Context: an optimization exercise on an open-source flow, tuned for small area. The choices shown serve that exercise and are no tape-out recipe. The RTL was checked by simulation tests, not by an equivalence proof against the original design. Power figures rest on the tool's default switching activity, not on a simulated workload.

==> v31: inputs <==
==> flow/design.v <==
module hvsync_generator(
	input            clk,
	input            reset,
	output reg [9:0] x,
	output reg [9:0] y,
	output           hblank,    
	output           vblank,    
	output           display,   
	output           hs,
	output           vs
);
function [9:0] inc10(input [9:0] v);
	integer i;
	reg c;
	begin
		c = 1'b1;
		for (i = 0; i < 10; i = i + 1) begin
			inc10[i] = v[i] ^ c;
			c = c & v[i];
		end
	end
endfunction
wire x640  = (x == 10'd640);
wire ystep = (x == 10'd975);
wire y480  = (y == 10'd480);
always @(posedge clk) begin
	if (reset) x <= 10'd639;
	else if (x640) x <= 10'd865;
	else x <= inc10(x);
end
always @(posedge clk) begin
	if (reset) y <= 10'd480;
	else if (ystep) begin
		if (y480) y <= 10'd972;
		else y <= inc10(y);
	end
end
assign hblank = x[9] & x[8];
assign vblank = y[9];
assign display = !(x[9] & (x[8] | x[7])) & !y[9] & !(y[8] & y[7] & y[6] & y[5]);
assign hs = !(x[9] & x[8] & ((x[7:4] == 4'b0111) | (x[7:6] == 2'b10) | (x[7:4] == 4'b1100)));
assign vs = !(y[9:5] == 5'b11110 && y[4:0] >= 5'd21 && y[4:0] <= 5'd30);
endmodule
module main(
	output [3:0]VGA_R,
	output [3:0]VGA_G,
	output [3:0]VGA_B,
	input CLOCK_25,
	input reset,
	input [3:0]KEY,
	output VGA_HS,
	output VGA_VS
);
function [10:0] add10(input [9:0] a, input [9:0] b, input ci);    
	integer i;
	reg c;
	begin
		c = ci;
		for (i = 0; i < 10; i = i + 1) begin
			add10[i] = a[i] ^ b[i] ^ c;
			c = (a[i] & b[i]) | (c & (a[i] ^ b[i]));
		end
		add10[10] = c;
	end
endfunction
function [7:0] sub7(input [6:0] a, input [6:0] b);    
	integer i;
	reg c;
	begin
		c = 1'b1;
		for (i = 0; i < 7; i = i + 1) begin
			sub7[i] = a[i] ^ ~b[i] ^ c;
			c = (a[i] & ~b[i]) | (c & (a[i] ^ ~b[i]));
		end
		sub7[7] = c;
	end
endfunction
function [6:0] sub6(input [5:0] a, input [5:0] b);
	integer i;
	reg c;
	begin
		c = 1'b1;
		for (i = 0; i < 6; i = i + 1) begin
			sub6[i] = a[i] ^ ~b[i] ^ c;
			c = (a[i] & ~b[i]) | (c & (a[i] ^ ~b[i]));
		end
		sub6[6] = c;
	end
endfunction
function [16:0] inc17(input [16:0] v, input ci);
	integer i;
	reg c;
	begin
		c = ci;
		for (i = 0; i < 17; i = i + 1) begin
			inc17[i] = v[i] ^ c;
			c = c & v[i];
		end
	end
endfunction
function [4:0] inc5(input [4:0] v, input ci);
	integer i;
	reg c;
	begin
		c = ci;
		for (i = 0; i < 5; i = i + 1) begin
			inc5[i] = v[i] ^ c;
			c = c & v[i];
		end
	end
endfunction
function ge10(input [9:0] v, input [9:0] k);
	integer i;
	reg r;
	begin
		r = 1'b1;
		for (i = 0; i < 10; i = i + 1)
			r = k[i] ? (v[i] & r) : (v[i] | r);
		ge10 = r;
	end
endfunction
function le10(input [9:0] v, input [9:0] k);
	integer i;
	reg r;
	begin
		r = 1'b1;
		for (i = 0; i < 10; i = i + 1)
			r = k[i] ? (!v[i] | r) : (!v[i] & r);
		le10 = r;
	end
endfunction
function rng(input [9:0] v, input [9:0] lo, input [9:0] hi);
	rng = ge10(v, lo) & le10(v, hi);
endfunction
wire [9:0] x, y;
wire hblank, vblank, display;
hvsync_generator vga0(
	.clk    (CLOCK_25),
	.reset  (reset),
	.x      (x),
	.y      (y),
	.hblank (hblank),
	.vblank (vblank),
	.display(display),
	.hs     (VGA_HS),
	.vs     (VGA_VS)
);
reg [9:0] ballX;
reg [8:0] ballY;
reg [8:0] PaddlePosition;
reg start, over;
reg [4:0] boost;
reg [16:0] tmr;
wire xl31 = &x[4:0];
wire nextpos = xl31 & (&tmr[11:0]);      
wire boosttick = xl31 & (&tmr);          
always @(posedge CLOCK_25) begin
	if (reset) tmr <= 17'h1ffff;
	else tmr <= inc17(tmr, xl31);
end
wire       eqxl = (x[2:0] == ballX[2:0]);
wire [7:0] dx   = sub7(x[9:3], ballX[9:3]);      
wire       dxz  = (dx[6:2] == 5'd0) & dx[7] & eqxl;
wire       ballX0 = (ballX == 10'd0);
wire ex0  = hblank ? ballX0 : (dxz & (dx[1:0] == 2'd0));
wire ex8  = !hblank & dxz & (dx[1:0] == 2'd1);
wire ex16 = !hblank & dxz & (dx[1:0] == 2'd2);
wire       eqyl = (y[2:0] == ballY[2:0]);
wire [6:0] dy   = sub6(y[8:3], ballY[8:3]);
wire       dyz  = (dy[5:2] == 4'd0) & dy[6] & eqyl;
wire       ballY0 = (ballY == 9'd0);
wire ey0  = vblank ? ballY0 : (dyz & (dy[1:0] == 2'd0));
wire ey8  = !vblank & dyz & (dy[1:0] == 2'd1);
wire ey16 = !vblank & dyz & (dy[1:0] == 2'd2);
wire [10:0] dps = add10(x, ~{1'b0, PaddlePosition}, 1'b1);
wire [9:0] dp = dps[9:0];
wire paddle = !hblank && !vblank && (y[8:3] == 6'd59) && dps[10] && ge10(dp, 10'd8) && le10(dp, 10'd120);
wire border = hblank || vblank || (x[9:3] == 7'd0) || (x[9:3] == 7'd79) || (y[8:3] == 6'd0);
wire BouncingObject = border | paddle;
wire [9:0] X = x;
wire [9:0] Y = y;
wire y100_130 = rng(Y, 100, 130);
wire y100_105 = rng(Y, 100, 105);
wire y115_120 = rng(Y, 115, 120);
wire y125_130 = rng(Y, 125, 130);
wire y100_120 = rng(Y, 100, 120);
wire y105_115 = rng(Y, 105, 115);
wire y115_125 = rng(Y, 115, 125);
wire p = rng(X, 180, 185) & y100_130 | rng(X, 185, 205) & (y100_105 | y115_120) | rng(X, 200, 205) & y100_120;
wire a = (rng(X, 240, 245) | rng(X, 260, 265)) & y100_130 | rng(X, 240, 265) & (y100_105 | y115_120);
wire u = (rng(X, 300, 305) | rng(X, 320, 325)) & y100_130 | rng(X, 305, 325) & y125_130;
wire s = rng(X, 360, 385) & (y100_105 | y115_120 | y125_130) | rng(X, 360, 365) & y105_115 | rng(X, 380, 385) & y115_125;
wire e = rng(X, 420, 445) & (y100_105 | y115_120 | y125_130) | rng(X, 420, 425) & y100_130;
wire pause = (p | a | u | s | e) & !start;
always @(posedge CLOCK_25)
	start <= !reset & !over & (start | ~KEY[3]);
wire btick = boosttick & (boost != 5'd31);
wire bkeep = KEY[0] ^ KEY[1];
wire [4:0] boost_inc = inc5(boost, btick & bkeep);
always @(posedge CLOCK_25)
	if (reset | (btick & !bkeep)) boost <= 5'd1;
	else boost <= boost_inc;
wire pen = nextpos & !over & start;
wire up = ~KEY[0] & pen;
wire dn = ~KEY[1] & pen;
wire psub = dn & ~up;
wire [4:0] pop = (boost & {5{up | dn}}) ^ {5{psub}};
wire [10:0] pa = add10({1'b0, PaddlePosition}, {{5{psub}}, pop}, psub);
wire pov = pa[9];    
wire [8:0] pclamp = {{4{up}}, {5{up}} & ~({5{dn}} & boost)};
wire [8:0] paddle_next = pov ? pclamp : ((up & dn) ? PaddlePosition : pa[8:0]);
always @(posedge CLOCK_25)
	if (reset | (nextpos & over)) PaddlePosition <= 9'd255;
	else PaddlePosition <= paddle_next;
reg ball_inX, ball_inY;
always @(posedge CLOCK_25)
	ball_inX <= !reset & (ball_inX ? !ex16 : (ex0 & ball_inY));
always @(posedge CLOCK_25)
	ball_inY <= !reset & (ball_inY ? !ey16 : ey0);
wire ball = ball_inX & ball_inY;
reg CollisionX1, CollisionX2, CollisionY1, CollisionY2;
wire cclr = nextpos | over;
always @(posedge CLOCK_25) CollisionX1 <= !cclr & (CollisionX1 | (BouncingObject & ex0  & ey8 ));
always @(posedge CLOCK_25) CollisionX2 <= !cclr & (CollisionX2 | (BouncingObject & ex16 & ey8 ));
always @(posedge CLOCK_25) CollisionY1 <= !cclr & (CollisionY1 | (BouncingObject & ex8  & ey0 ));
always @(posedge CLOCK_25) CollisionY2 <= !cclr & (CollisionY2 | (BouncingObject & ex8  & ey16));
reg ball_dirX, ball_dirY;
wire lost = ge10({1'b0, ballY}, 10'd461);
wire bload = reset | (nextpos & lost);
wire bmove = nextpos & !lost & start;
wire mvX = bmove & ~(CollisionX1 & CollisionX2);
wire mvY = bmove & ~(CollisionY1 & CollisionY2);
wire dmX = mvX & ball_dirX;
wire dmY = mvY & ball_dirY;
wire [4:0] stepx = (CollisionY2 ? boost : 5'd1) & {5{mvX}};
wire [10:0] bx = add10(ballX, {{5{dmX}}, stepx ^ {5{dmX}}}, dmX);
wire [10:0] by = add10({1'b0, ballY}, {1'b0, {8{dmY}}, mvY}, 1'b0);
always @(posedge CLOCK_25) begin
	if (bload) begin
		ballX <= 10'd310;
		ballY <= 9'd456;
	end else begin
		ballX <= bx[9:0];
		ballY <= by[8:0];
	end
end
always @(posedge CLOCK_25) begin
	if (reset) over <= 0;
	else if (nextpos) over <= lost;
end
always @(posedge CLOCK_25) begin
	if (reset) begin
		ball_dirX <= 0; ball_dirY <= 0;
	end else begin
		if (mvX) begin
			if (CollisionX2) ball_dirX <= 1; else if (CollisionX1) ball_dirX <= 0;
		end
		if (mvY) begin
			if (CollisionY2) ball_dirY <= 1; else if (CollisionY1) ball_dirY <= 0;
		end
	end
end
wire R = BouncingObject | ball | pause;
wire G = BouncingObject;
wire B = BouncingObject;
assign VGA_R = {4{R & display}};
assign VGA_G = {4{G & display}};
assign VGA_B = {4{B & display}};
endmodule
==> flow/flow/run.sh <==
#!/bin/bash
# Layout flow: the standard layout (standard.sh), except for the logic
# mapping in synthesis. Synthesis is the standard flow's own script (synth_recipe.tcl, so
# the registers keep their names and cells), with two changes:
#  - ABC maps the logic with flow/own.scr (deep AIG optimisation, then area
#    mapping) instead of ORFS's delay-oriented script;
#  - adders are not extracted into fa/ha cells first (ADDER_MAP_FILE empty),
#    so ABC sees and optimises all of the logic.
# Every tool's output goes to a log file in this folder.
set -euo pipefail
W=$(pwd)
export OWN_ABC_SCRIPT="$W/flow/own.scr"
{ head -n 1 synth_recipe.tcl; cat flow/abc_override.tcl; tail -n +2 synth_recipe.tcl; } > own_synth.tcl
make -C "$FLOW_HOME" DESIGN_CONFIG="$W/config.mk" WORK_HOME="$W/orfs" CLKGATE_MAP_FILE= \
	SYNTH_SCRIPT="$W/own_synth.tcl" ADDER_MAP_FILE= synth > "$W/synth_make.log" 2>&1
cp "$W/orfs/logs/sky130hd/main/base/1_2_yosys.log" "$W/own_synth_yosys.log" || true
bash standard.sh > "$W/standard_make.log" 2>&1
==> flow/flow/abc_override.tcl <==
# Run ABC's logic mapping with this flow's script instead of the one ORFS picks.
proc abc {args} {
  set i [lsearch -exact $args -script]
  if { $i >= 0 } {
    lset args [expr {$i + 1}] $::env(OWN_ABC_SCRIPT)
  }
  yosys abc {*}$args
}
==> flow/flow/own.scr <==
strash
&get -n
&deepsyn -I 4 -T 60
&put
dch -f
amap
topo
==> flow/standard.sh <==
#!/bin/bash
# synth_recipe.tcl (not shown) runs the flow's synth.tcl, then flattens the netlist and writes it again
# the make line also repeats each setting of config.mk as NAME=value (left out here)
make -C /OpenROAD-flow-scripts/flow DESIGN_CONFIG=/design/flow/config.mk WORK_HOME=/design/flow/orfs CLKGATE_MAP_FILE= SYNTH_SCRIPT=/design/flow/synth_recipe.tcl "${@:-finish}"
==> flow/config.mk <==
export PLATFORM = sky130hd
export DESIGN_NAME = main
export DESIGN_NICKNAME = main
export VERILOG_FILES = /design/flow/design.v
export SDC_FILE = /design/flow/constraint.sdc
export NUM_CORES = 4
export LEC_CHECK = 0
export CAP_MARGIN = 20
export CORE_MARGIN = 2
export CORE_UTILIZATION = 70
export SLEW_MARGIN = 20
==> flow/constraint.sdc <==
create_clock -name core_clock -period 40.0 [get_ports {CLOCK_25}]
set_input_delay 8.0000 -clock core_clock [delete_from_list [all_inputs] [get_ports {CLOCK_25}]]
set_output_delay 8.0000 -clock core_clock [all_outputs]
set_load 0.01 [all_outputs]
==> inputs of v7, as changes to v31 <==
==> flow/run.sh (new file) <==
#!/bin/bash
# synth_recipe.tcl (not shown) runs the flow's synth.tcl, then flattens the netlist and writes it again
# the make line also repeats each setting of config.mk as NAME=value (left out here)
make -C /OpenROAD-flow-scripts/flow DESIGN_CONFIG=/design/flow/config.mk WORK_HOME=/design/flow/orfs CLKGATE_MAP_FILE= SYNTH_SCRIPT=/design/flow/synth_recipe.tcl finish
- CORE_UTILIZATION: 70 -> 40
removed: flow/flow/run.sh
removed: flow/flow/abc_override.tcl
removed: flow/flow/own.scr
removed: flow/standard.sh
==> inputs of v13, as changes to v31 <==
--- a/flow/design.v
+++ b/flow/design.v
@@ -20,9 +20,9 @@
 		end
 	end
 endfunction
-wire x640  = (x == 10'd640);
+wire x640  = x[9] & ~x[8] & x[7];       
 wire ystep = (x == 10'd975);
-wire y480  = (y == 10'd480);
+wire y480  = ~y[9] & (&y[8:5]);         
 always @(posedge clk) begin
 	if (reset) x <= 10'd639;
 	else if (x640) x <= 10'd865;
--- a/flow/flow/run.sh
+++ b/flow/flow/run.sh
@@ -6,6 +6,8 @@
 #    mapping) instead of ORFS's delay-oriented script;
 #  - adders are not extracted into fa/ha cells first (ADDER_MAP_FILE empty),
 #    so ABC sees and optimises all of the logic.
+# The layout steps are standard.sh's, with two arguments set: clock tree
+# synthesis inserts no dummy loads, and the port buffers are buf_1 cells.
 # Every tool's output goes to a log file in this folder.
 set -euo pipefail
 W=$(pwd)
@@ -14,4 +16,6 @@
 make -C "$FLOW_HOME" DESIGN_CONFIG="$W/config.mk" WORK_HOME="$W/orfs" CLKGATE_MAP_FILE= \
 	SYNTH_SCRIPT="$W/own_synth.tcl" ADDER_MAP_FILE= synth > "$W/synth_make.log" 2>&1
 cp "$W/orfs/logs/sky130hd/main/base/1_2_yosys.log" "$W/own_synth_yosys.log" || true
+export CTS_ARGS="-sink_clustering_enable -repair_clock_nets -dont_use_dummy_load"
+export BUFFER_PORTS_ARGS="-buffer_cell sky130_fd_sc_hd__buf_1"
 bash standard.sh > "$W/standard_make.log" 2>&1
==> impl_metrics.py <==
metrics = {
    "layout": {
        "multiInputGateArea_mm2": 0.003666,
        "n_all_inverters": 52,
        "buffers": 20,
    },
    "status": {
        "status": "complete, no violations",
    },
    "floorplanning": {
        "row_count": 43,
    },
    "pwr": {
        "pwr.group.clock_w": 0.0000923,
        "top_power_group": "sequential cells",
    },
    "worst_hold_path": {
        "whs_path_depth": 1,
    },
    "clock_tree": {
        "clk_latency_ns": 0.35,
    },
    "timing": {
        "clock.fmax_mhz": 74.55,
    },
}
# the run above: v7

==> impl_metrics.py <==
metrics = {
    "status": {
        "status": "complete, no violations",
    },
    "critical_path": {
        "crit_type": "flop to output pin",
        "cp_max_fo": 10,
    },
    "clock_tree": {
        "numCtsBuffers": 9,
        "clk_latency_ns": 0.36,
        "root_buffer": "clkbuf_8",
    },
    "layout": {
        "final_nets": 726,
        "buffers": 18,
        "n_all_inverters": 96,
        "multiInputGateArea_mm2": 0.002660,
    },
    "timing": {
        "clock.fmax_mhz": 79.98,
    },
    "pwr": {
        "pwr.group.clock_w": 0.0000714,
        "finalPower_w": 0.0002094,
    },
    "floorplanning": {
        "row_count": 29,
    },
    "grt": {
        "grt_pass1_wl_mm": 21.91,
    },
    "worst_hold_path": {
        "whs_path_depth": 1,
    },
}
# the run above: v31

==> impl_metrics.py <==
metrics = {
    "timing": {
        "clock.fmax_mhz": 85.71,
    },
    "pwr": {
        "top_power_group": "combinational cells",
        "finalPower_w": 0.0002967,
    },
    "status": {
        "status": "complete, no violations",
    },
    "layout": {
        "n_all_inverters": 97,
        "buffers": 19,
        "multiInputGateArea_mm2": 0.002654,
    },
    "clock_tree": {
        "clk_latency_ns": 0.37,
    },
    "floorplanning": {
        "row_count": 29,
    },
    "worst_hold_path": {
        "whs_path_depth": 2,
    },
}
# the run above: v13

afterwards: timing with drivers on the ports:
Ports are ideal in the flow. The routed layouts listed here were re-timed in OpenROAD. Step 1, drivers: a clkbuf_16 drives CLOCK_25 and a buf_2 each remaining input, both assumed. Step 2 adds t to the input delays and takes it off the output delays; t is the mean of the earliest and latest rising clock arrival at the registers after step 1. Input paths then give back, and output paths get back, about the clock's delay inside the block. Slacks: ideal / step 1 / step 2; pairs: ideal / step 1.
| run | t (ns) | slack for setup (ns) | latest minus earliest clock arrival (ns) |
|---|---|---|---|
| v31 | 0.385 | 27.497 / 27.466 / 27.851 | 0.008 / 0.008 |
| v7 | 0.381 | 26.586 / 26.548 / 26.778 | 0.004 / 0.004 |
| v13 | 0.383 | 28.333 / 28.339 / 27.956 | 0.028 / 0.028 |
After both steps every run listed still meets setup and hold. For v13, which loses most, drivers alone change the setup slack by +0.006 ns; drivers and shift together by -0.377 ns.
